Context: an optimization exercise on an open-source flow, tuned for small area. The choices shown serve that exercise and are no tape-out recipe.
Function was checked by simulation only, so behaviour that the tests miss may differ from the original.
Power figures rest on the tool's default switching activity, not on a simulated workload.

--- flow/run.sh ---
#!/bin/bash
# The standard layout (standard.sh), with these changes:
#  - after the standard synthesis, its combinational logic is mapped again
#    by ABC with an area script (flow/reopt.tcl, flow/abc_area.script); every
#    flip-flop instance is kept as the standard synthesis made it;
#  - the ports are buffered with the smallest buffer;
#  - the clock tree uses clkbuf_8 and no dummy loads.
# Logs: make_synth.log, reopt.log, make_finish.log here, and each ORFS
# step's own log under orfs/logs/.
set -euo pipefail
R="$PWD/orfs/results/$FLOW_PLATFORM/clock_century/base"
bash standard.sh synth > make_synth.log 2>&1
cp "$R/1_2_yosys.v" "$R/1_2_yosys_standard.v"
REOPT_LIB="$FLOW_HOME/platforms/$FLOW_PLATFORM/lib/sky130_fd_sc_hd__tt_025C_1v80.lib" \
REOPT_IN="$R/1_2_yosys_standard.v" REOPT_OUT="$R/1_2_yosys.v" \
REOPT_ABC="$PWD/flow/abc_area.script" REOPT_STAT="$PWD/reopt_stat.txt" \
    yosys -c flow/reopt.tcl > reopt.log 2>&1
rm -f "$R/1_synth.odb" "$R/1_synth.sdc"
bash standard.sh \
    "BUFFER_PORTS_ARGS=-buffer_cell sky130_fd_sc_hd__buf_1" \
    "CTS_ARGS=-sink_clustering_enable -repair_clock_nets -dont_use_dummy_load -root_buf sky130_fd_sc_hd__clkbuf_8 -buf_list sky130_fd_sc_hd__clkbuf_8 -sink_clustering_size 50 -sink_clustering_max_diameter 500" \
    finish > make_finish.log 2>&1
--- flow/abc_area.script ---
strash
&get -n
&deepsyn -T 60
&put
dch -f
amap
topo
--- flow/reopt.tcl ---
# Re-maps the combinational logic of the standard synthesis's netlist with
# ABC (script abc_area.script beside this file), keeping every flip-flop and
# tie-cell instance, and so every register's name and cell type, unchanged.
yosys -import
set lib $::env(REOPT_LIB)
read_liberty -overwrite -ignore_miss_func -ignore_miss_dir $lib
read_verilog -overwrite $::env(REOPT_IN)
hierarchy -top $::env(FLOW_TOP)
blackbox {sky130_fd_sc_hd__df*} {sky130_fd_sc_hd__conb*}
flatten
opt_clean -purge
abc -script $::env(REOPT_ABC) -liberty $lib -dont_use *lpflow* -dont_use *probe*
opt_clean -purge
hilomap -singleton -hicell sky130_fd_sc_hd__conb_1 HI -locell sky130_fd_sc_hd__conb_1 LO
splitnets
opt_clean -purge
insbuf -buf sky130_fd_sc_hd__buf_4 A X
yosys rename -hide w:*.*
opt_clean -purge
tee -o $::env(REOPT_STAT) stat -liberty $lib
write_verilog -noattr -nohex -nodec $::env(REOPT_OUT)
--- standard.sh ---
#!/bin/bash
# synth_recipe.tcl (not shown) runs the flow's synth.tcl, then flattens the netlist and writes it again
# the make line also repeats each setting of config.mk as NAME=value (left out here)
make -C /OpenROAD-flow-scripts/flow DESIGN_CONFIG=/design/flow/config.mk WORK_HOME=/design/flow/orfs CLKGATE_MAP_FILE= SYNTH_SCRIPT=/design/flow/synth_recipe.tcl "${@:-finish}"
--- config.mk ---
export PLATFORM = sky130hd
export DESIGN_NAME = clock_century
export DESIGN_NICKNAME = clock_century
export VERILOG_FILES = /design/flow/design.v
export SDC_FILE = /design/flow/constraint.sdc
export NUM_CORES = 4
export LEC_CHECK = 0
export CAP_MARGIN = 20
export CORE_MARGIN = 2
export CORE_UTILIZATION = 40
export PLACE_DENSITY = 0.6
export SLEW_MARGIN = 20
--- constraint.sdc ---
create_clock -name core_clock -period 10.0 [get_ports {clk}]
set_input_delay 2.0000 -clock core_clock [delete_from_list [all_inputs] [get_ports {clk}]]
set_output_delay 2.0000 -clock core_clock [all_outputs]
set_load 0.01 [all_outputs]
--- design.v ---
module clock_century(
    input           clk,
    input           reset_n,
    input  [1:0]    mode,
    input  [5:0]    select,
    input           button_inc,
    input           button_dec,
    input           am_pm,
    input  [5:0]    alarm_min,
    input  [4:0]    alarm_hour,
    input           alarm_i,
    output reg      alarm_o,
    output [13:0]   led_day,
    output [13:0]   led_month,
    output [13:0]   led_year,
    output [13:0]   led_hour,
    output [13:0]   led_min,
    output [13:0]   led_sec
);
reg [6:0] sec;
reg [6:0] mnt;
reg [4:0] hr;
reg [5:0] dy;
reg [3:0] mon;
reg [7:0] yr;
reg alarm_en;
wire leap;
assign leap = (~yr[4] & ~yr[1] & ~yr[0]) | (yr[4] & yr[1] & ~yr[0]);
wire [1:0] dcls;
assign dcls[0] = (~mon[3] & mon[0]) | (mon[3] & ~mon[0]) | (leap & ~mon[2] & ~mon[0]);
assign dcls[1] = (mon[0]) | (mon[2]) | (mon[3]);
wire run_fwd = ~mode[1] & ~mode[0];
wire set_up  = ~mode[1] &  mode[0];
wire set_dn  =  mode[1] & ~mode[0];
wire run_bwd =  mode[1] &  mode[0];
wire [5:0] up, dn;
wire dir = mode[1];                        
wire run = ~(mode[1] ^ mode[0]);           
wire btn = mode[1] ? button_dec : button_inc;
wire [5:0] step;
wire sec_max;
assign sec_max = (sec[6] & sec[4] & sec[3] & sec[0]);
wire sec_min;
assign sec_min = (~sec[6] & ~sec[5] & ~sec[4] & ~sec[3] & ~sec[2] & ~sec[1] & ~sec[0]);
wire sec_wrap;
assign sec_wrap = (dir & ~sec[6] & ~sec[5] & ~sec[4] & ~sec[3] & ~sec[2] & ~sec[1] & ~sec[0]) | (~dir & sec[6] & sec[4] & sec[3] & sec[0]);
wire [6:0] sec_inc;
assign sec_inc[0] = (~sec[0]);
assign sec_inc[1] = (~sec[3] & ~sec[1] & sec[0]) | (sec[1] & ~sec[0]);
assign sec_inc[2] = (~sec[2] & sec[1] & sec[0]) | (sec[2] & ~sec[1]) | (sec[2] & ~sec[0]);
assign sec_inc[3] = (sec[2] & sec[1] & sec[0]) | (sec[3] & ~sec[0]);
assign sec_inc[4] = (~sec[4] & sec[3] & sec[0]) | (sec[4] & ~sec[3]) | (sec[4] & ~sec[0]);
assign sec_inc[5] = (~sec[6] & ~sec[5] & sec[4] & sec[3] & sec[0]) | (sec[5] & ~sec[4]) | (sec[5] & ~sec[3]) | (sec[5] & ~sec[0]);
assign sec_inc[6] = (sec[6] & ~sec[4]) | (sec[6] & ~sec[3]) | (sec[6] & ~sec[0]) | (sec[5] & sec[4] & sec[3] & sec[0]);
wire [6:0] sec_dec;
assign sec_dec[0] = (~sec[0]);
assign sec_dec[1] = (sec[1] & sec[0]) | (sec[2] & ~sec[1] & ~sec[0]) | (sec[3] & ~sec[0]);
assign sec_dec[2] = (sec[2] & sec[0]) | (sec[2] & sec[1]) | (sec[3] & ~sec[0]);
assign sec_dec[3] = (~sec[3] & ~sec[2] & ~sec[1] & ~sec[0]) | (sec[3] & sec[0]);
assign sec_dec[4] = (~sec[4] & ~sec[3] & ~sec[2] & ~sec[1] & ~sec[0]) | (sec[4] & sec[0]) | (sec[4] & sec[1]) | (sec[4] & sec[2]) | (sec[4] & sec[3]);
assign sec_dec[5] = (sec[6] & ~sec[4] & ~sec[3] & ~sec[2] & ~sec[1] & ~sec[0]) | (sec[5] & sec[0]) | (sec[5] & sec[1]) | (sec[5] & sec[2]) | (sec[5] & sec[3]) | (sec[5] & sec[4]);
assign sec_dec[6] = (~sec[6] & ~sec[5] & ~sec[4] & ~sec[3] & ~sec[2] & ~sec[1] & ~sec[0]) | (sec[6] & sec[0]) | (sec[6] & sec[1]) | (sec[6] & sec[2]) | (sec[6] & sec[3]) | (sec[6] & sec[4]);
always @(posedge clk or negedge reset_n)
    if (!reset_n) sec <= 7'd0;
    else if (step[0]) sec <= dir ? sec_dec : sec_inc;
wire mnt_max;
assign mnt_max = (mnt[6] & mnt[4] & mnt[3] & mnt[0]);
wire mnt_min;
assign mnt_min = (~mnt[6] & ~mnt[5] & ~mnt[4] & ~mnt[3] & ~mnt[2] & ~mnt[1] & ~mnt[0]);
wire mnt_wrap;
assign mnt_wrap = (dir & ~mnt[6] & ~mnt[5] & ~mnt[4] & ~mnt[3] & ~mnt[2] & ~mnt[1] & ~mnt[0]) | (~dir & mnt[6] & mnt[4] & mnt[3] & mnt[0]);
wire [6:0] mnt_inc;
assign mnt_inc[0] = (~mnt[0]);
assign mnt_inc[1] = (~mnt[3] & ~mnt[1] & mnt[0]) | (mnt[1] & ~mnt[0]);
assign mnt_inc[2] = (~mnt[2] & mnt[1] & mnt[0]) | (mnt[2] & ~mnt[1]) | (mnt[2] & ~mnt[0]);
assign mnt_inc[3] = (mnt[2] & mnt[1] & mnt[0]) | (mnt[3] & ~mnt[0]);
assign mnt_inc[4] = (~mnt[4] & mnt[3] & mnt[0]) | (mnt[4] & ~mnt[3]) | (mnt[4] & ~mnt[0]);
assign mnt_inc[5] = (~mnt[6] & ~mnt[5] & mnt[4] & mnt[3] & mnt[0]) | (mnt[5] & ~mnt[4]) | (mnt[5] & ~mnt[3]) | (mnt[5] & ~mnt[0]);
assign mnt_inc[6] = (mnt[6] & ~mnt[4]) | (mnt[6] & ~mnt[3]) | (mnt[6] & ~mnt[0]) | (mnt[5] & mnt[4] & mnt[3] & mnt[0]);
wire [6:0] mnt_dec;
assign mnt_dec[0] = (~mnt[0]);
assign mnt_dec[1] = (mnt[1] & mnt[0]) | (mnt[2] & ~mnt[1] & ~mnt[0]) | (mnt[3] & ~mnt[0]);
assign mnt_dec[2] = (mnt[2] & mnt[0]) | (mnt[2] & mnt[1]) | (mnt[3] & ~mnt[0]);
assign mnt_dec[3] = (~mnt[3] & ~mnt[2] & ~mnt[1] & ~mnt[0]) | (mnt[3] & mnt[0]);
assign mnt_dec[4] = (~mnt[4] & ~mnt[3] & ~mnt[2] & ~mnt[1] & ~mnt[0]) | (mnt[4] & mnt[0]) | (mnt[4] & mnt[1]) | (mnt[4] & mnt[2]) | (mnt[4] & mnt[3]);
assign mnt_dec[5] = (mnt[6] & ~mnt[4] & ~mnt[3] & ~mnt[2] & ~mnt[1] & ~mnt[0]) | (mnt[5] & mnt[0]) | (mnt[5] & mnt[1]) | (mnt[5] & mnt[2]) | (mnt[5] & mnt[3]) | (mnt[5] & mnt[4]);
assign mnt_dec[6] = (~mnt[6] & ~mnt[5] & ~mnt[4] & ~mnt[3] & ~mnt[2] & ~mnt[1] & ~mnt[0]) | (mnt[6] & mnt[0]) | (mnt[6] & mnt[1]) | (mnt[6] & mnt[2]) | (mnt[6] & mnt[3]) | (mnt[6] & mnt[4]);
always @(posedge clk or negedge reset_n)
    if (!reset_n) mnt <= 7'd0;
    else if (step[1]) mnt <= dir ? mnt_dec : mnt_inc;
wire hr_max;
assign hr_max = (~am_pm & hr[4] & hr[3]) | (am_pm & hr[3] & hr[2] & ~hr[1] & ~hr[0]);
wire hr_min;
assign hr_min = (~hr[4] & ~hr[3] & ~hr[2] & ~hr[1] & ~hr[0]);
wire hr_wrap;
assign hr_wrap = (dir & ~hr[4] & ~hr[3] & ~hr[2] & ~hr[1] & ~hr[0]) | (~dir & ~am_pm & hr[4] & hr[3]) | (~dir & am_pm & hr[3] & hr[2] & ~hr[1] & ~hr[0]);
wire [4:0] hr_inc;
assign hr_inc[0] = (~am_pm & ~hr[3] & ~hr[0]) | (~hr[4] & ~hr[3] & ~hr[0]) | (~hr[4] & ~hr[2] & ~hr[0]) | (~am_pm & hr[2] & ~hr[0]);
assign hr_inc[1] = (~am_pm & ~hr[1] & hr[0]) | (~am_pm & hr[1] & ~hr[0]) | (~hr[4] & ~hr[3] & ~hr[1] & hr[0]) | (~hr[4] & ~hr[3] & hr[1] & ~hr[0]) | (hr[3] & ~hr[2] & ~hr[1] & hr[0]) | (hr[3] & ~hr[2] & hr[1] & ~hr[0]);
assign hr_inc[2] = (~am_pm & hr[2] & ~hr[1]) | (~am_pm & hr[2] & ~hr[0]) | (~am_pm & ~hr[2] & hr[1] & hr[0]) | (~hr[4] & ~hr[2] & hr[1] & hr[0]) | (~hr[4] & ~hr[3] & hr[2] & ~hr[1]) | (~hr[4] & ~hr[3] & hr[2] & ~hr[0]);
assign hr_inc[3] = (~hr[4] & ~hr[3] & hr[2] & hr[1] & hr[0]) | (~hr[4] & hr[3] & ~hr[2]) | (~am_pm & hr[3] & hr[2] & ~hr[1]) | (~am_pm & hr[3] & hr[1] & ~hr[0]) | (~am_pm & ~hr[3] & hr[2] & hr[1] & hr[0]);
assign hr_inc[4] = (~am_pm & hr[3] & hr[2] & hr[1] & hr[0]) | (~am_pm & hr[4] & ~hr[3]);
wire [4:0] hr_dec;
assign hr_dec[0] = (hr[1] & ~hr[0]) | (hr[2] & ~hr[0]) | (hr[3] & ~hr[0]) | (hr[4] & ~hr[0]) | (am_pm & hr[3] & hr[2]) | (am_pm & hr[4]);
assign hr_dec[1] = (hr[1] & hr[0]) | (hr[2] & ~hr[1] & ~hr[0]) | (hr[3] & ~hr[1] & ~hr[0]) | (hr[4] & ~hr[1] & ~hr[0]) | (am_pm & hr[3] & hr[2]) | (am_pm & hr[4]);
assign hr_dec[2] = (~am_pm & hr[2] & hr[0]) | (~am_pm & hr[2] & hr[1]) | (~am_pm & hr[4] & ~hr[2] & ~hr[1] & ~hr[0]) | (am_pm & ~hr[4] & ~hr[2] & ~hr[1] & ~hr[0]) | (~hr[4] & ~hr[3] & hr[2] & hr[0]) | (~hr[4] & ~hr[3] & hr[2] & hr[1]) | (~am_pm & hr[3] & ~hr[2] & ~hr[1] & ~hr[0]);
assign hr_dec[3] = (~hr[3] & ~hr[2] & ~hr[1] & ~hr[0]) | (hr[3] & hr[0]) | (hr[3] & hr[1]) | (hr[3] & hr[2]) | (am_pm & hr[4]);
assign hr_dec[4] = (~am_pm & ~hr[4] & ~hr[3] & ~hr[2] & ~hr[1] & ~hr[0]) | (~am_pm & hr[4] & hr[0]) | (~am_pm & hr[4] & hr[1]) | (~am_pm & hr[4] & hr[2]) | (~am_pm & hr[4] & hr[3]);
always @(posedge clk or negedge reset_n)
    if (!reset_n) hr <= 5'd0;
    else if (step[2]) hr <= dir ? hr_dec : hr_inc;
wire dy_max;
assign dy_max = (~dcls[1] & ~dcls[0] & dy[5] & dy[3] & ~dy[0]) | (~dcls[1] & dcls[0] & dy[5] & dy[3] & dy[0]) | (dcls[1] & dcls[0] & dy[5] & dy[4] & dy[0]) | (dcls[1] & ~dcls[0] & dy[5] & dy[4] & ~dy[0]);
wire dy_min;
assign dy_min = (~dy[5] & ~dy[4] & ~dy[3] & ~dy[2] & ~dy[1]);
wire dy_wrap;
assign dy_wrap = (dir & ~dy[5] & ~dy[4] & ~dy[3] & ~dy[2] & ~dy[1]) | (~dir & ~dcls[1] & ~dcls[0] & dy[5] & dy[3] & ~dy[0]) | (~dir & ~dcls[1] & dcls[0] & dy[5] & dy[3] & dy[0]) | (~dir & dcls[1] & ~dcls[0] & dy[5] & dy[4] & ~dy[0]) | (~dir & dcls[1] & dcls[0] & dy[5] & dy[4] & dy[0]);
wire [5:0] dy_inc;
assign dy_inc[0] = (~dy[0]) | (~dcls[1] & dy[5] & dy[3]) | (dy[5] & dy[4]);
assign dy_inc[1] = (dy[1] & ~dy[0]) | (~dy[5] & ~dy[3] & ~dy[1] & dy[0]) | (~dy[4] & ~dy[3] & ~dy[1] & dy[0]);
assign dy_inc[2] = (~dy[2] & dy[1] & dy[0]) | (dy[2] & ~dy[1]) | (dy[2] & ~dy[0]);
assign dy_inc[3] = (dy[2] & dy[1] & dy[0]) | (dcls[1] & dy[3] & ~dy[0]) | (dcls[0] & dy[3] & ~dy[0]) | (~dy[5] & dy[3] & ~dy[0]);
assign dy_inc[4] = (~dy[5] & ~dy[4] & dy[3] & dy[0]) | (~dy[5] & dy[4] & ~dy[3]) | (dcls[1] & dcls[0] & dy[4] & ~dy[0]) | (~dy[5] & dy[4] & ~dy[0]) | (dcls[1] & ~dy[4] & dy[3] & dy[0]);
assign dy_inc[5] = (dy[4] & dy[3] & dy[0]) | (dy[5] & ~dy[4] & ~dy[3]) | (dcls[1] & dcls[0] & dy[5] & ~dy[0]) | (dcls[1] & dy[5] & dy[3]) | (dcls[0] & dy[5] & ~dy[4] & ~dy[0]);
wire [5:0] dy_dec;
assign dy_dec[0] = (~dcls[1] & ~dcls[0] & dy[5] & dy[3]) | (~dcls[0] & dy[5] & dy[4]) | (dcls[0] & ~dy[5] & ~dy[4] & ~dy[3] & ~dy[2] & ~dy[1]) | (~dy[5] & ~dy[0]) | (~dy[4] & ~dy[0]) | (dcls[1] & ~dy[0]);
assign dy_dec[1] = (dy[1] & dy[0]) | (dy[2] & ~dy[1] & ~dy[0]) | (dy[3] & ~dy[0]) | (~dcls[1] & ~dcls[0] & dy[5] & dy[3]) | (~dcls[1] & ~dcls[0] & dy[5] & dy[4]);
assign dy_dec[2] = (dy[2] & dy[0]) | (dy[2] & dy[1]) | (dy[3] & ~dy[0]) | (~dcls[1] & ~dcls[0] & dy[5] & dy[3]) | (~dcls[1] & ~dcls[0] & dy[5] & dy[4]);
assign dy_dec[3] = (~dy[5] & ~dy[3] & ~dy[2] & ~dy[1] & ~dy[0]) | (~dy[4] & ~dy[3] & ~dy[2] & ~dy[1] & ~dy[0]) | (dcls[1] & dy[3] & dy[0]) | (dcls[0] & dy[3] & dy[0]) | (dcls[1] & ~dcls[0] & dy[5] & dy[4]) | (~dcls[1] & dcls[0] & dy[5] & dy[4]) | (~dcls[1] & ~dy[5] & ~dy[4] & ~dy[2] & ~dy[1] & dy[0]) | (dy[4] & dy[3] & dy[0]) | (dcls[1] & dy[5] & dy[4] & ~dy[0]);
assign dy_dec[4] = (~dy[5] & dy[4] & dy[0]) | (dy[4] & dy[1]) | (dy[4] & dy[2]) | (dy[4] & dy[3]) | (~dy[4] & ~dy[3] & ~dy[2] & ~dy[1] & ~dy[0]) | (dcls[1] & dcls[0] & dy[4] & dy[0]) | (dcls[1] & ~dy[5] & ~dy[4] & ~dy[3] & ~dy[2] & ~dy[1]);
assign dy_dec[5] = (dy[5] & dy[1]) | (dy[5] & dy[2]) | (dy[5] & dy[3]) | (dy[5] & dy[4]) | (~dy[4] & ~dy[3] & ~dy[2] & ~dy[1] & dy[0]);
always @(posedge clk or negedge reset_n)
    if (!reset_n) dy <= 6'd1;
    else if (step[3]) dy <= dir ? dy_dec : dy_inc;
wire mon_max;
assign mon_max = (mon[3] & mon[2]);
wire mon_min;
assign mon_min = (~mon[3] & ~mon[2] & ~mon[1]);
wire mon_wrap;
assign mon_wrap = (dir & ~mon[3] & ~mon[2] & ~mon[1]) | (~dir & mon[3] & mon[2]);
wire [3:0] mon_inc;
assign mon_inc[0] = (~mon[0]);
assign mon_inc[1] = (~mon[1] & mon[0]) | (mon[1] & ~mon[0]);
assign mon_inc[2] = (~mon[2] & mon[1] & mon[0]) | (~mon[3] & mon[2] & ~mon[0]) | (mon[2] & ~mon[1] & mon[0]);
assign mon_inc[3] = (mon[2] & mon[1] & mon[0]) | (mon[3] & ~mon[2]);
wire [3:0] mon_dec;
assign mon_dec[0] = (~mon[0]);
assign mon_dec[1] = (mon[1] & mon[0]) | (~mon[1] & ~mon[0]);
assign mon_dec[2] = (mon[2] & mon[1]) | (~mon[2] & ~mon[1] & ~mon[0]) | (~mon[3] & ~mon[1] & mon[0]);
assign mon_dec[3] = (mon[3] & mon[1]) | (mon[3] & mon[2]) | (~mon[2] & ~mon[1] & mon[0]);
always @(posedge clk or negedge reset_n)
    if (!reset_n) mon <= 4'd1;
    else if (step[4]) mon <= dir ? mon_dec : mon_inc;
wire yr_max;
assign yr_max = (yr[7] & yr[5]);
wire yr_min;
assign yr_min = (~yr[7] & ~yr[6] & ~yr[5] & ~yr[4] & ~yr[3] & ~yr[2] & ~yr[1] & ~yr[0]);
wire yr_wrap;
assign yr_wrap = (dir & ~yr[7] & ~yr[6] & ~yr[5] & ~yr[4] & ~yr[3] & ~yr[2] & ~yr[1] & ~yr[0]) | (~dir & yr[7] & yr[5]);
wire [7:0] yr_inc;
assign yr_inc[0] = (~yr[5] & ~yr[0]) | (~yr[7] & ~yr[0]);
assign yr_inc[1] = (~yr[3] & ~yr[1] & yr[0]) | (yr[1] & ~yr[0]);
assign yr_inc[2] = (~yr[2] & yr[1] & yr[0]) | (yr[2] & ~yr[1]) | (yr[2] & ~yr[0]);
assign yr_inc[3] = (yr[2] & yr[1] & yr[0]) | (yr[3] & ~yr[0]);
assign yr_inc[4] = (~yr[4] & yr[3] & yr[0]) | (yr[4] & ~yr[3]) | (yr[4] & ~yr[0]);
assign yr_inc[5] = (~yr[5] & yr[4] & yr[3] & yr[0]) | (~yr[7] & yr[5] & ~yr[3]) | (~yr[7] & yr[5] & ~yr[4]) | (~yr[7] & yr[5] & ~yr[0]);
assign yr_inc[6] = (~yr[6] & yr[5] & yr[4] & yr[3] & yr[0]) | (yr[6] & ~yr[5]) | (yr[6] & ~yr[4]) | (yr[6] & ~yr[3]) | (yr[6] & ~yr[0]);
assign yr_inc[7] = (yr[7] & ~yr[5]) | (yr[6] & yr[5] & yr[4] & yr[3] & yr[0]);
wire [7:0] yr_dec;
assign yr_dec[0] = (yr[7] & ~yr[0]) | (yr[1] & ~yr[0]) | (yr[2] & ~yr[0]) | (yr[3] & ~yr[0]) | (yr[4] & ~yr[0]) | (yr[5] & ~yr[0]) | (yr[6] & ~yr[0]);
assign yr_dec[1] = (yr[1] & yr[0]) | (yr[2] & ~yr[1] & ~yr[0]) | (yr[3] & ~yr[0]);
assign yr_dec[2] = (yr[2] & yr[0]) | (yr[2] & yr[1]) | (yr[3] & ~yr[0]);
assign yr_dec[3] = (yr[7] & ~yr[3] & ~yr[2] & ~yr[1] & ~yr[0]) | (yr[6] & ~yr[3] & ~yr[2] & ~yr[1] & ~yr[0]) | (yr[3] & yr[0]) | (yr[4] & ~yr[3] & ~yr[2] & ~yr[1] & ~yr[0]) | (yr[5] & ~yr[3] & ~yr[2] & ~yr[1] & ~yr[0]);
assign yr_dec[4] = (yr[7] & ~yr[4] & ~yr[3] & ~yr[2] & ~yr[1] & ~yr[0]) | (yr[4] & yr[0]) | (yr[4] & yr[1]) | (yr[4] & yr[2]) | (yr[4] & yr[3]) | (yr[5] & ~yr[4] & ~yr[3] & ~yr[2] & ~yr[1] & ~yr[0]) | (yr[6] & ~yr[4] & ~yr[3] & ~yr[2] & ~yr[1] & ~yr[0]);
assign yr_dec[5] = (~yr[5] & ~yr[4] & ~yr[3] & ~yr[2] & ~yr[1] & ~yr[0]) | (yr[5] & yr[0]) | (yr[5] & yr[1]) | (yr[5] & yr[2]) | (yr[5] & yr[3]) | (yr[5] & yr[4]);
assign yr_dec[6] = (yr[7] & ~yr[5] & ~yr[4] & ~yr[3] & ~yr[2] & ~yr[1] & ~yr[0]) | (yr[6] & yr[0]) | (yr[6] & yr[1]) | (yr[6] & yr[2]) | (yr[6] & yr[3]) | (yr[6] & yr[4]) | (yr[6] & yr[5]);
assign yr_dec[7] = (~yr[7] & ~yr[6] & ~yr[5] & ~yr[4] & ~yr[3] & ~yr[2] & ~yr[1] & ~yr[0]) | (yr[7] & yr[0]) | (yr[7] & yr[1]) | (yr[7] & yr[2]) | (yr[7] & yr[3]) | (yr[7] & yr[4]) | (yr[7] & yr[5]);
always @(posedge clk or negedge reset_n)
    if (!reset_n) yr <= 8'd0;
    else if (step[5]) yr <= dir ? yr_dec : yr_inc;
assign step[0] = run | (select[0] & btn);
assign step[1] = run ? (sec_wrap) : (select[1] & btn);
assign step[2] = run ? (sec_wrap & mnt_wrap) : (select[2] & btn);
assign step[3] = run ? (sec_wrap & mnt_wrap & hr_wrap) : (select[3] & btn);
assign step[4] = run ? (sec_wrap & mnt_wrap & hr_wrap & dy_wrap) : (select[4] & btn);
assign step[5] = run ? (sec_wrap & mnt_wrap & hr_wrap & dy_wrap & mon_wrap) : (select[5] & btn);
assign led_sec[0] = (~sec[3] & ~sec[2] & ~sec[1] & sec[0]) | (sec[2] & ~sec[1] & ~sec[0]);
assign led_sec[1] = (sec[2] & ~sec[1] & sec[0]) | (sec[2] & sec[1] & ~sec[0]);
assign led_sec[2] = (~sec[2] & sec[1] & ~sec[0]);
assign led_sec[3] = (~sec[3] & ~sec[2] & ~sec[1] & sec[0]) | (sec[2] & ~sec[1] & ~sec[0]) | (sec[2] & sec[1] & sec[0]);
assign led_sec[4] = (sec[0]) | (sec[2] & ~sec[1]);
assign led_sec[5] = (~sec[3] & ~sec[2] & sec[0]) | (~sec[2] & sec[1]) | (sec[1] & sec[0]);
assign led_sec[6] = (~sec[3] & ~sec[2] & ~sec[1]) | (sec[2] & sec[1] & sec[0]);
assign led_sec[7] = (sec[6] & ~sec[4]) | (~sec[6] & ~sec[5] & sec[4]);
assign led_sec[8] = (sec[6] & sec[4]);
assign led_sec[9] = (sec[5] & ~sec[4]);
assign led_sec[10] = (sec[6] & ~sec[4]) | (~sec[6] & ~sec[5] & sec[4]);
assign led_sec[11] = (sec[4]) | (sec[6]);
assign led_sec[12] = (~sec[6] & sec[4]) | (sec[5]);
assign led_sec[13] = (~sec[6] & ~sec[5]);
assign led_min[0] = (~mnt[3] & ~mnt[2] & ~mnt[1] & mnt[0]) | (mnt[2] & ~mnt[1] & ~mnt[0]);
assign led_min[1] = (mnt[2] & ~mnt[1] & mnt[0]) | (mnt[2] & mnt[1] & ~mnt[0]);
assign led_min[2] = (~mnt[2] & mnt[1] & ~mnt[0]);
assign led_min[3] = (~mnt[3] & ~mnt[2] & ~mnt[1] & mnt[0]) | (mnt[2] & ~mnt[1] & ~mnt[0]) | (mnt[2] & mnt[1] & mnt[0]);
assign led_min[4] = (mnt[0]) | (mnt[2] & ~mnt[1]);
assign led_min[5] = (~mnt[3] & ~mnt[2] & mnt[0]) | (~mnt[2] & mnt[1]) | (mnt[1] & mnt[0]);
assign led_min[6] = (~mnt[3] & ~mnt[2] & ~mnt[1]) | (mnt[2] & mnt[1] & mnt[0]);
assign led_min[7] = (mnt[6] & ~mnt[4]) | (~mnt[6] & ~mnt[5] & mnt[4]);
assign led_min[8] = (mnt[6] & mnt[4]);
assign led_min[9] = (mnt[5] & ~mnt[4]);
assign led_min[10] = (mnt[6] & ~mnt[4]) | (~mnt[6] & ~mnt[5] & mnt[4]);
assign led_min[11] = (mnt[4]) | (mnt[6]);
assign led_min[12] = (~mnt[6] & mnt[4]) | (mnt[5]);
assign led_min[13] = (~mnt[6] & ~mnt[5]);
assign led_hour[0] = (~hr[4] & ~hr[3] & ~hr[2] & ~hr[1] & hr[0]) | (~hr[4] & ~hr[3] & hr[2] & ~hr[1] & ~hr[0]) | (hr[4] & hr[2] & ~hr[1] & hr[0]) | (hr[4] & hr[3]) | (hr[3] & ~hr[2] & hr[1] & hr[0]) | (hr[3] & hr[2] & hr[1] & ~hr[0]);
assign led_hour[1] = (hr[4] & ~hr[3] & ~hr[2] & ~hr[1] & ~hr[0]) | (~hr[4] & ~hr[3] & hr[2] & ~hr[1] & hr[0]) | (~hr[4] & ~hr[3] & hr[2] & hr[1] & ~hr[0]) | (hr[3] & hr[2] & hr[1] & hr[0]);
assign led_hour[2] = (~hr[4] & ~hr[3] & ~hr[2] & hr[1] & ~hr[0]) | (hr[3] & hr[2] & ~hr[1] & ~hr[0]) | (hr[4] & hr[2] & hr[1] & ~hr[0]);
assign led_hour[3] = (~hr[3] & ~hr[2] & ~hr[1] & hr[0]) | (~hr[4] & ~hr[3] & hr[2] & ~hr[1] & ~hr[0]) | (~hr[4] & ~hr[3] & hr[2] & hr[1] & hr[0]) | (hr[3] & ~hr[2] & hr[1] & hr[0]) | (hr[3] & hr[2] & hr[1] & ~hr[0]) | (hr[4] & ~hr[1] & hr[0]) | (hr[4] & hr[3]);
assign led_hour[4] = (hr[0]) | (~hr[4] & ~hr[3] & hr[2] & ~hr[1]) | (hr[3] & hr[2] & hr[1]) | (hr[4] & hr[3]);
assign led_hour[5] = (~hr[4] & ~hr[3] & ~hr[2] & hr[1]) | (hr[3] & hr[2] & ~hr[1]) | (hr[4] & hr[2] & hr[1]) | (hr[4] & ~hr[1] & hr[0]) | (~hr[4] & ~hr[2] & hr[1] & hr[0]) | (~hr[4] & ~hr[3] & ~hr[2] & hr[0]) | (~hr[4] & ~hr[3] & hr[1] & hr[0]);
assign led_hour[6] = (~hr[4] & ~hr[3] & ~hr[2] & ~hr[1]) | (~hr[4] & ~hr[3] & hr[2] & hr[1] & hr[0]) | (hr[3] & ~hr[2] & hr[1]) | (hr[4] & hr[2] & ~hr[1]) | (hr[4] & ~hr[1] & hr[0]);
assign led_hour[7] = (hr[3] & hr[1]) | (hr[3] & hr[2]) | (hr[4] & ~hr[3] & ~hr[2]);
assign led_hour[8] = 1'b0;
assign led_hour[9] = (hr[4] & hr[2]) | (hr[4] & hr[3]);
assign led_hour[10] = (hr[3] & hr[1]) | (hr[3] & hr[2]) | (hr[4] & ~hr[3] & ~hr[2]);
assign led_hour[11] = (hr[3] & hr[1]) | (hr[3] & hr[2]) | (hr[4] & ~hr[3] & ~hr[2]);
assign led_hour[12] = (hr[3] & hr[1]) | (hr[3] & hr[2]) | (hr[4]);
assign led_hour[13] = (~hr[4]) | (~hr[3] & ~hr[2]);
assign led_day[0] = (~dy[3] & ~dy[2] & ~dy[1] & dy[0]) | (dy[2] & ~dy[1] & ~dy[0]);
assign led_day[1] = (dy[2] & ~dy[1] & dy[0]) | (dy[2] & dy[1] & ~dy[0]);
assign led_day[2] = (~dy[2] & dy[1] & ~dy[0]);
assign led_day[3] = (~dy[3] & ~dy[2] & ~dy[1] & dy[0]) | (dy[2] & ~dy[1] & ~dy[0]) | (dy[2] & dy[1] & dy[0]);
assign led_day[4] = (dy[0]) | (dy[2] & ~dy[1]);
assign led_day[5] = (~dy[3] & ~dy[2] & dy[0]) | (~dy[2] & dy[1]) | (dy[1] & dy[0]);
assign led_day[6] = (~dy[3] & ~dy[2] & ~dy[1]) | (dy[2] & dy[1] & dy[0]);
assign led_day[7] = (~dy[5] & dy[4]);
assign led_day[8] = 1'b0;
assign led_day[9] = (dy[5] & ~dy[4]);
assign led_day[10] = (~dy[5] & dy[4]);
assign led_day[11] = (dy[4]);
assign led_day[12] = (dy[4]) | (dy[5]);
assign led_day[13] = (~dy[5]);
assign led_year[0] = (~yr[3] & ~yr[2] & ~yr[1] & yr[0]) | (yr[2] & ~yr[1] & ~yr[0]);
assign led_year[1] = (yr[2] & ~yr[1] & yr[0]) | (yr[2] & yr[1] & ~yr[0]);
assign led_year[2] = (~yr[2] & yr[1] & ~yr[0]);
assign led_year[3] = (~yr[3] & ~yr[2] & ~yr[1] & yr[0]) | (yr[2] & ~yr[1] & ~yr[0]) | (yr[2] & yr[1] & yr[0]);
assign led_year[4] = (yr[0]) | (yr[2] & ~yr[1]);
assign led_year[5] = (~yr[3] & ~yr[2] & yr[0]) | (~yr[2] & yr[1]) | (yr[1] & yr[0]);
assign led_year[6] = (~yr[3] & ~yr[2] & ~yr[1]) | (yr[2] & yr[1] & yr[0]);
assign led_year[7] = (yr[6] & ~yr[5] & ~yr[4]) | (~yr[7] & ~yr[6] & ~yr[5] & yr[4]);
assign led_year[8] = (yr[6] & ~yr[5] & yr[4]) | (yr[6] & yr[5] & ~yr[4]);
assign led_year[9] = (~yr[7] & ~yr[6] & yr[5] & ~yr[4]);
assign led_year[10] = (yr[6] & ~yr[5] & ~yr[4]) | (~yr[7] & ~yr[6] & ~yr[5] & yr[4]) | (yr[6] & yr[5] & yr[4]);
assign led_year[11] = (yr[4]) | (yr[6] & ~yr[5]);
assign led_year[12] = (~yr[7] & ~yr[6] & yr[4]) | (~yr[7] & ~yr[6] & yr[5]) | (yr[5] & yr[4]);
assign led_year[13] = (~yr[7] & ~yr[6] & ~yr[5]) | (yr[7] & yr[5]) | (yr[6] & yr[5] & yr[4]);
assign led_month[0] = (~mon[3] & ~mon[2] & ~mon[1]) | (mon[3] & mon[1] & mon[0]) | (~mon[3] & ~mon[1] & ~mon[0]);
assign led_month[1] = (mon[2] & ~mon[1] & mon[0]) | (mon[2] & mon[1] & ~mon[0]);
assign led_month[2] = (~mon[3] & ~mon[2] & ~mon[0]) | (mon[3] & mon[2]);
assign led_month[3] = (~mon[3] & ~mon[2] & ~mon[1]) | (mon[3] & mon[1] & mon[0]) | (~mon[3] & ~mon[1] & ~mon[0]) | (mon[2] & mon[1] & mon[0]);
assign led_month[4] = (mon[0]) | (~mon[3] & ~mon[1]);
assign led_month[5] = (~mon[3] & ~mon[2]) | (mon[1] & mon[0]) | (mon[3] & mon[2]);
assign led_month[6] = (~mon[3] & ~mon[2] & ~mon[1]) | (mon[3] & mon[1]) | (mon[2] & mon[1] & mon[0]);
assign led_month[7] = (mon[3] & mon[1]) | (mon[3] & mon[2]);
assign led_month[8] = 1'b0;
assign led_month[9] = 1'b0;
assign led_month[10] = (mon[3] & mon[1]) | (mon[3] & mon[2]);
assign led_month[11] = (mon[3] & mon[1]) | (mon[3] & mon[2]);
assign led_month[12] = (mon[3] & mon[1]) | (mon[3] & mon[2]);
assign led_month[13] = 1'b1;
wire [5:0] mnt_bin;
assign mnt_bin[0] = (mnt[0]);
assign mnt_bin[1] = (~mnt[4] & mnt[1]) | (mnt[4] & ~mnt[1]);
assign mnt_bin[2] = (~mnt[5] & ~mnt[4] & mnt[2]) | (~mnt[5] & mnt[4] & ~mnt[2] & mnt[1]) | (~mnt[5] & mnt[2] & ~mnt[1]) | (mnt[5] & ~mnt[4] & ~mnt[2]) | (mnt[5] & ~mnt[2] & ~mnt[1]) | (mnt[5] & mnt[4] & mnt[2] & mnt[1]);
assign mnt_bin[3] = (mnt[6] & ~mnt[4] & ~mnt[3]) | (~mnt[6] & ~mnt[4] & mnt[3]) | (mnt[6] & mnt[2] & mnt[1]) | (mnt[6] & mnt[4] & mnt[3]) | (mnt[5] & ~mnt[4] & mnt[2]) | (~mnt[6] & ~mnt[5] & mnt[4] & ~mnt[3] & ~mnt[2]) | (mnt[5] & mnt[4] & ~mnt[3] & ~mnt[2] & ~mnt[1]) | (~mnt[6] & ~mnt[5] & mnt[4] & ~mnt[3] & ~mnt[1]);
assign mnt_bin[4] = (mnt[6] & mnt[3]) | (mnt[6] & mnt[4]) | (~mnt[5] & mnt[4] & mnt[2] & mnt[1]) | (~mnt[5] & mnt[4] & mnt[3]) | (mnt[5] & ~mnt[4]) | (mnt[5] & ~mnt[3] & ~mnt[2] & ~mnt[1]);
assign mnt_bin[5] = (mnt[6]) | (mnt[5] & mnt[4] & mnt[1]) | (mnt[5] & mnt[4] & mnt[2]) | (mnt[5] & mnt[4] & mnt[3]);
wire [4:0] hr_bin;
assign hr_bin[0] = (hr[0]);
assign hr_bin[1] = (hr[1]);
assign hr_bin[2] = (hr[2]);
assign hr_bin[3] = (hr[3]);
assign hr_bin[4] = (hr[4]);
wire alarm_hit = (alarm_min == mnt_bin) & (alarm_hour == hr_bin);
always @(posedge clk or negedge reset_n)
    if (!reset_n) alarm_en <= 1'b0;
    else if (alarm_i) alarm_en <= ~alarm_en;
always @(posedge clk or negedge reset_n)
    if (!reset_n) alarm_o <= 1'b0;
    else if (!alarm_en) alarm_o <= 1'b0;
    else if (alarm_hit) alarm_o <= 1'b1;
endmodule
==> reports/results.tsv, run 1 <==
stage	metric	value	unit
placed_design	io_buffers	104	
sta	slew_violations	0	
critical_path	crit_arrival	5.39	ns
sta	rsz0062_at_grt	false	
clocking	htree_levels	2	
sta	period_share	52.09	%
critical_path	crit_type	input port to flip-flop	
drt	wirelength	9564	µm
pwr	p_switching	0.7283	mW
critical_path	required	10.18	ns
layout	multi_input_comb_area	0.002002	mm²
drt	vias_per_cell	5.483	
pwr	p_leak	1.391	nW
die	die_h	95.24	µm
drt	post_drt_wl_per_cell	13.38	µm
drt	drc	0	
yosys	avgSynthCellArea	6.516	µm²
pwr	combinationalPowerShare	66.5	%
sta	setup_violations	0	
global_routing	grt_use_total	21.29	%
hold_path	hold_class	flip-flop to flip-flop	
pwr	p_per_area	336.5	mW/mm²
flow_run	maxCapViolations	0	
global_routing	overflow	0	
die	std_cell_rows	33	
yosys	syn_area	0.003329	mm²
drt	dr.pass1.iters	5	
pwr	p_int	0.5620	mW
drt	num_vias	3920	
critical_path	cp_slowest_stage_delay	0.58	ns
critical_path	end_kind	flip-flop	
layout	antennaDiodeCount	0	
layout	finish.utilization	47.15	%
pwr	pwr-share-clk	7.8	%
global_routing	grt_pass1_wl	15700	µm
clocking	cts.path.max_buffers	2	
placed_design	dp_hpwl	7259	µm
clocking	ctsHoldBuffers	0	
global_routing	grt_max_degree	40	
clocking	cts_resized	0	
drt	drt-initial-drc-count	268	
layout	drive_gt1_share	1.475	%
sta	relSlewSlack	37.12	%
global_routing	antenna_found_initial	0	
layout	seq_area	978.4	µm²
clocking	cts_made_buffers	5	
layout	area_growth	15.18	%
die	ios	110	
critical_path	cp_cell_sequence	buf_1 > buf_4 > clkinv_1 > nor3_1 > nand2_1 > nor2_1 > o21ai_0 > o211ai_1 > nor3b_1 > o21ai_0 > nand2_1 > clkinv_1 > or2_0 > a221o_1	
critical_path	crit_start	mode[1]	
clocking	post-cts-setup-buffer-count	0	
global_routing	grt_pass1_vias	3482	
clocking	insertion_delay	0.29	ns
die	dieWidth	95.24	µm
sta	period_needed	5.209	ns
placed_design	gp_congestion	0.9081	
layout	nFillCells	860	
pwr	max-vdd-ir-drop	0.1569	mV
drt	drtAntennaViolNets	0	
die	die_area	0.009070	mm²
critical_path	slowest_stage	clkinv_1	
sta	fin_worst_skew	0.01275	ns
die	fp.coreArea	0.008134	mm²
critical_path	cp_max_fo	32	
critical_path	cp-start-kind	input port	
sta	worst_pin_slew	0.9432	ns
yosys	synthCells	511	
status	status	complete, no violations	
clocking	cts.sinks	39	
sta	finalHoldViolCount	0	
sta	setup-tns-final	0	ns
yosys	yosys_warnings	1	
sta	fmax	0.1920	GHz
clocking	tritoncts	built	
critical_path	r2r_start	hr[2]	
hold_path	min-delay-start	alarm_en	
pwr	swShare	56.45	%
pwr	pwr-share-seq	25.8	%
clocking	clkTransAtPathRegs	0.08	ns
layout	fin_nets	637	
clocking	cts_root_buf	clkbuf_8	
die	initial_core_util	40.93	%
## cell usage in the layout, fill, tap and decap left out, types with 3 or more instances in the layout
| master | instances |
|---|---|
| o22ai_1 | 9 |
| a21oi_1 | 29 |
| nand3_1 | 6 |
| o31ai_1 | 4 |
| o22a_1 | 4 |
| clkinv_1 | 68 |
| o32ai_1 | 7 |
| nor2_1 | 131 |
| o21a_1 | 15 |
| nand2_1 | 41 |
| clkbuf_8 | 5 |
| a211oi_1 | 7 |
| dfrtp_1 | 37 |
| o221ai_1 | 3 |
| conb_1 | 5 |
| nor3_1 | 26 |
| or2_0 | 7 |
| nor2b_1 | 4 |
| a22oi_1 | 5 |
| a31oi_1 | 6 |
| nor4_1 | 5 |
| a221o_1 | 3 |
| buf_1 | 103 |
| a2111oi_0 | 3 |
| o21ai_0 | 50 |
## routing by layer
metal  track usage, %  share of wire, %
met1            27.84                45
met2            35.86                46
met3            3.715               6.6
met4            6.401               2.0
met5                0                 0
## worst max-delay path, delay by kind of cell
family / cells / cell delay (ns)
simple gates: 6 / 1.46
compound gates: 4 / 0.74
buf+inv: 4 / 1.20
## power by group through the flow
stage	clock [mW]	combinational [mW]	sequential (mW)
CTS	0.102	0.859	0.330
floorplan	0	0.639	0.303
detailed placement	0	0.855	0.332
global placement	0	0.853	0.334
global route	0.108	0.976	0.346
finish	0.100	0.858	0.333
## worst paths after layout
path	endpoint	slack, ns	depth (start not counted)
setup / recovery	dy[1]	4.79	14
hold / removal	alarm_en	0.49	1
setup reg to reg	flip-flop	6.48	13
hold reg to reg	alarm_en	0.49	1
max in group asynchronous	mon[1]	7.55	1
min in group asynchronous	sec[4]	1.84	1
## metrics by stage
step	hold WS [ns]	std cells	area, µm²	worst slack [ns]	power, mW
2_1_floorplan	0.4401	514	3341	5.650	0.9425
5_1_grt	0.5053	715	3835	4.350	1.429
6_report	0.4890	715	3835	4.791	1.290
3_3_place_gp	0.4662	710	3766	4.711	1.186
3_5_place_dp	0.4730	710	3766	4.538	1.187
4_1_cts	0.4885	715	3835	4.840	1.291
## final cells by class
type                    instances  share of cell area [%]
flip-flops and latches         39                   25.51
clock buffers                   5                   1.794
well taps                     105                   3.426
inverters                      68                   6.656
multi-input cells             393                   52.20
repair buffers                105                   10.41
==> inputs of run 2 (changes only) <==
==> flow/run.sh (replaced) <==
#!/bin/bash
# The standard layout (standard.sh), with these changes:
#  - after the standard synthesis, its combinational logic is mapped again
#    by ABC with an area script (flow/reopt.tcl, flow/abc_area.script), from
#    four random seeds, keeping the smallest result; every flip-flop instance
#    is kept as the standard synthesis made it;
#  - the ports are buffered with the smallest buffer;
#  - the clock tree uses clkbuf_8 and no dummy loads.
# Logs: make_synth.log, reopt_<seed>.log, make_finish.log here, and each
# ORFS step's own log under orfs/logs/.
set -euo pipefail
R="$PWD/orfs/results/$FLOW_PLATFORM/clock_century/base"
bash standard.sh synth > make_synth.log 2>&1
cp "$R/1_2_yosys.v" "$R/1_2_yosys_standard.v"
best=""; bestarea=""
for s in 1 2 3 4; do
  sed "s/SEED/$s/g" flow/abc_area.script > "abc_area_$s.script"
  REOPT_LIB="$FLOW_HOME/platforms/$FLOW_PLATFORM/lib/sky130_fd_sc_hd__tt_025C_1v80.lib" \
  REOPT_IN="$R/1_2_yosys_standard.v" REOPT_OUT="$PWD/reopt_$s.v" \
  REOPT_ABC="$PWD/abc_area_$s.script" REOPT_STAT="$PWD/reopt_stat_$s.txt" \
      yosys -c flow/reopt.tcl > "reopt_$s.log" 2>&1 &
done
wait
for s in 1 2 3 4; do
  a=$(awk '/Chip area/ {print $NF}' "reopt_stat_$s.txt")
  echo "seed $s: area $a" >> reopt_summary.log
  if [[ -z "$best" ]] || awk -v a="$a" -v b="$bestarea" 'BEGIN{exit !(a < b)}'; then
    best=$s; bestarea=$a
  fi
done
echo "kept seed $best" >> reopt_summary.log
cp "reopt_$best.v" "$R/1_2_yosys.v"
rm -f "$R/1_synth.odb" "$R/1_synth.sdc"
bash standard.sh \
    "BUFFER_PORTS_ARGS=-buffer_cell sky130_fd_sc_hd__buf_1" \
    "CTS_ARGS=-sink_clustering_enable -repair_clock_nets -dont_use_dummy_load -root_buf sky130_fd_sc_hd__clkbuf_8 -buf_list sky130_fd_sc_hd__clkbuf_8 -sink_clustering_size 50 -sink_clustering_max_diameter 500" \
    finish > make_finish.log 2>&1
==> flow/abc_area.script (replaced) <==
strash
dc2
&get -n
&deepsyn -T 60 -S SEED
&put
dch -f
amap
topo
strash
&get -n
&deepsyn -T 30 -S SEED
&put
dch -f
amap
topo
==> run 2 against run 1 <==
  * Setup slack got worse by 0.96 ns
  * Synthesized area decreased by 2.7%
  * Count of clock-buffer cells in the layout unchanged
  * Fmax decreased by 16%
  * Critical path depth increased by 7
  * Clock skew increased by 0.0025 ns
  * Register-to-register slack got worse by 1.4 ns
  * Clock power about the same
  * Total power decreased by 1.7%
  * Critical path type unchanged
  * Largest cell class unchanged
==> reports/results.tsv, run 2 <==
stage	metric	value	unit	change
global_routing	grt_pass1_vias	3358		was 3,482
critical_path	crit_type	input port to flip-flop		unchanged
critical_path	r2r_start	mnt[0]		was hr[2]
placed_design	gp_congestion	0.9144		was 0.9081
drt	vias_per_cell	5.609		was 5.483
clocking	cts.sinks	39		unchanged
critical_path	cp-start-kind	input port		unchanged
sta	period_needed	6.169	ns	was 5.209 ns
clocking	ctsHoldBuffers	0		unchanged
layout	design_area	0.003741	mm²	was 0.003835 mm²
yosys	yosys_warnings	1		unchanged
placed_design	dpl_cell_area	0.003672	mm²	was 0.003766 mm²
layout	area_growth	15.49	%	was 15.18%
hold_path	min-delay-start	alarm_en		unchanged
die	std_cell_rows	32		was 33
clocking	insertion_delay	0.29	ns	about the same
critical_path	required	10.18	ns	about the same
die	die_area	0.008834	mm²	was 0.009070 mm²
layout	fin_nets	615		was 637
drt	post_drt_wl_per_cell	13.35	µm	was 13.38 µm
placed_design	post-place-ws	3.589	ns	was 4.538 ns
sta	fmax	0.1621	GHz	was 0.1920 GHz
clocking	tritoncts	built		unchanged
flow_run	maxCapViolations	0		unchanged
clocking	cts_resized	0		unchanged
global_routing	grt_max_degree	40		unchanged
clocking	cts.path.max_buffers	2		unchanged
layout	most-common-layout-cells	107 x nor2_1, 103 x buf_1, 70 x clkinv_1, 45 x nand2_1, 42 x o21ai_0		was 131 x nor2_1, 103 x buf_1, 68 x clkinv_1, 50 x o21ai_0, 41 x nand2_1
global_routing	antenna_found_initial	0		unchanged
clocking	cts_root_buf	clkbuf_8		unchanged
layout	drive_gt1_share	1.531	%	was 1.475%
die	ios	110		unchanged
sta	worst_pin_slew	0.8779	ns	was 0.9432 ns
critical_path	r2r_end	yr[4]		
layout	nFillCells	819		was 860
global_routing	grt_pass1_wl	15140	µm	was 15,700 µm
layout	final_common_cell	nor2_1		unchanged
yosys	avgSynthCellArea	6.624	µm²	was 6.516 µm²
critical_path	reg2reg_depth	23		was 13
global_routing	overflow	0		unchanged
pwr	p_leak	1.363	nW	was 1.391 nW
sta	period_share	61.69	%	was 52.09%
placed_design	io_buffers	104		unchanged
drt	dr.pass1.iters	7		was 5
critical_path	regToRegSetupSlack	5.04	ns	was 6.48 ns
drt	drc	0		unchanged
die	dieWidth	93.99	µm	was 95.24 µm
yosys	syn_area	0.003239	mm²	was 0.003329 mm²
die	initial_core_util	41.70	%	was 40.93%
layout	antennaDiodeCount	0		unchanged
yosys	synthCells	489		was 511
hold_path	hold_class	flip-flop to flip-flop		unchanged
pwr	p_per_area	339.1	mW/mm²	was 336.5 mW/mm²
sta	slew_violations	0		unchanged
sta	setup-tns-final	0	ns	unchanged
critical_path	crit_arrival	6.35	ns	was 5.39 ns
sta	rsz0062_at_grt	false		unchanged
pwr	max-vdd-ir-drop	0.1702	mV	was 0.1569 mV
sta	finalHoldViolCount	0		unchanged
global_routing	grt_use_total	21.01	%	was 21.29%
clocking	cts_made_buffers	5		unchanged
placed_design	dp_hpwl	7079	µm	was 7259 µm
sta	setup_ws	3.831	ns	was 4.791 ns
sta	fin_worst_skew	0.01523	ns	was 0.01275 ns
die	die_h	93.99	µm	was 95.24 µm
drt	num_vias	3870		was 3,920
die	fp.coreArea	0.007767	mm²	was 0.008134 mm²
drt	drtAntennaViolNets	0		unchanged
hold_path	hold_end	alarm_en		unchanged
clocking	htree_levels	2		unchanged
sta	setup_violations	0		unchanged
pwr	power	1.268	mW	was 1.290 mW
clocking	post-cts-setup-buffer-count	0		unchanged
drt	drt-initial-drc-count	224		was 268
sta	relSlewSlack	41.47	%	was 37.12%
clocking	clkTransAtPathRegs	0.08	ns	about the same
drt	wirelength	9210	µm	was 9564 µm
critical_path	end_kind	flip-flop		unchanged
hold_path	whs_path_depth	1		unchanged
critical_path	cp_max_fo	21		was 32
status	status	complete, no violations		unchanged
## run 2: worst max-delay path by stage
stage	from	end	slack (ns)	cells past startpoint
2_1_floorplan	mode[1]	yr[4]	4.79	19
3_3_place_gp	mode[1]	yr[4]	3.79	21
3_5_place_dp	mode[1]	yr[4]	3.59	21
4_1_cts	mode[1]	yr[4]	3.89	21
5_1_grt	mode[1]	yr[4]	3.33	21
6_report	mode[1]	yr[4]	3.83	21
## run 2: layer usage
metal  vias up  track usage [%]  part of all wire (%)
li1       1930                -                     -
met1      1758            27.91                    44
met2       169            33.87                    47
met3        13            3.772                   7.0
met4         0            8.213                   1.6
met5         -                0                     0
## run 2: area by class of cell
cell class	instances	area, µm²	share of cell area, %
clock buffer	5	68.82	1.839
inverter	70	262.8	7.023
multi-input combinational	369	1904	50.90
sequential	39	978.4	26.15
tap	102	127.6	3.411
timing repair buffer	105	399.1	10.67
## run 2: worst max-delay path: stages
cell      delay [ns]
buf_1           0.07
buf_4           0.24
clkinv_1        0.51
nor3_1          0.45
a32oi_1         0.18
nor2_1          0.14
o21ai_0         0.14
o21bai_1        0.20
o31ai_1         0.42
nand2_1         0.14
nor2_1          0.32
clkinv_1        0.20
o31ai_1         0.38
clkinv_1        0.18
nor2_1          0.17
a21oi_1         0.10
nand2_1         0.11
and3_1          0.19
a21oi_1         0.06
nor2_1          0.10
a21oi_1         0.05
## run 2: report_power, final
part | total (mW) | leakage, nW | switching (mW) | internal [mW]
combinational | 0.842 | 0.866 | 0.561 | 0.281
clock | 0.0973 | 0.0359 | 0.0523 | 0.0450
sequential | 0.329 | 0.461 | 0.101 | 0.228
## run 2: stage by stage
step           hold WS [ns]  util, %  cells
2_1_floorplan        0.4401        -    492
3_3_place_gp         0.4532    47.28    685
3_5_place_dp         0.4681    47.28    685
4_1_cts              0.4804    48.16    690
5_1_grt              0.5185    48.16    690
6_report             0.4768    48.16    690

## what the ideal ports hide
No port has a modelled driver above. Below, the same layouts with a new extraction and two added sets of constraints. Step 1 sets driving cells, clkbuf_16 on the clock port and buf_2 on the other inputs (assumed; they add their load-dependent delay and slew). Step 2 times the ports against the registers' clock, not the clock port: input delays grow and output delays shrink by t, the midpoint of the rising clock arrivals with the driver on. Slacks: no drivers / after step 1 / after step 2; pairs: no drivers / after step 1.
run	shift t [ns]	slack for setup (ns)	worst data-port slew with drivers (ns)
run 1	0.320	4.791 / 4.801 / 4.482	0.03
run 2	0.318	3.831 / 3.841 / 3.524	0.04
After both steps setup and hold are still met in every run listed. The setup slack of run 1, which loses most, moves by +0.010 ns with the drivers and by -0.309 ns with both steps.
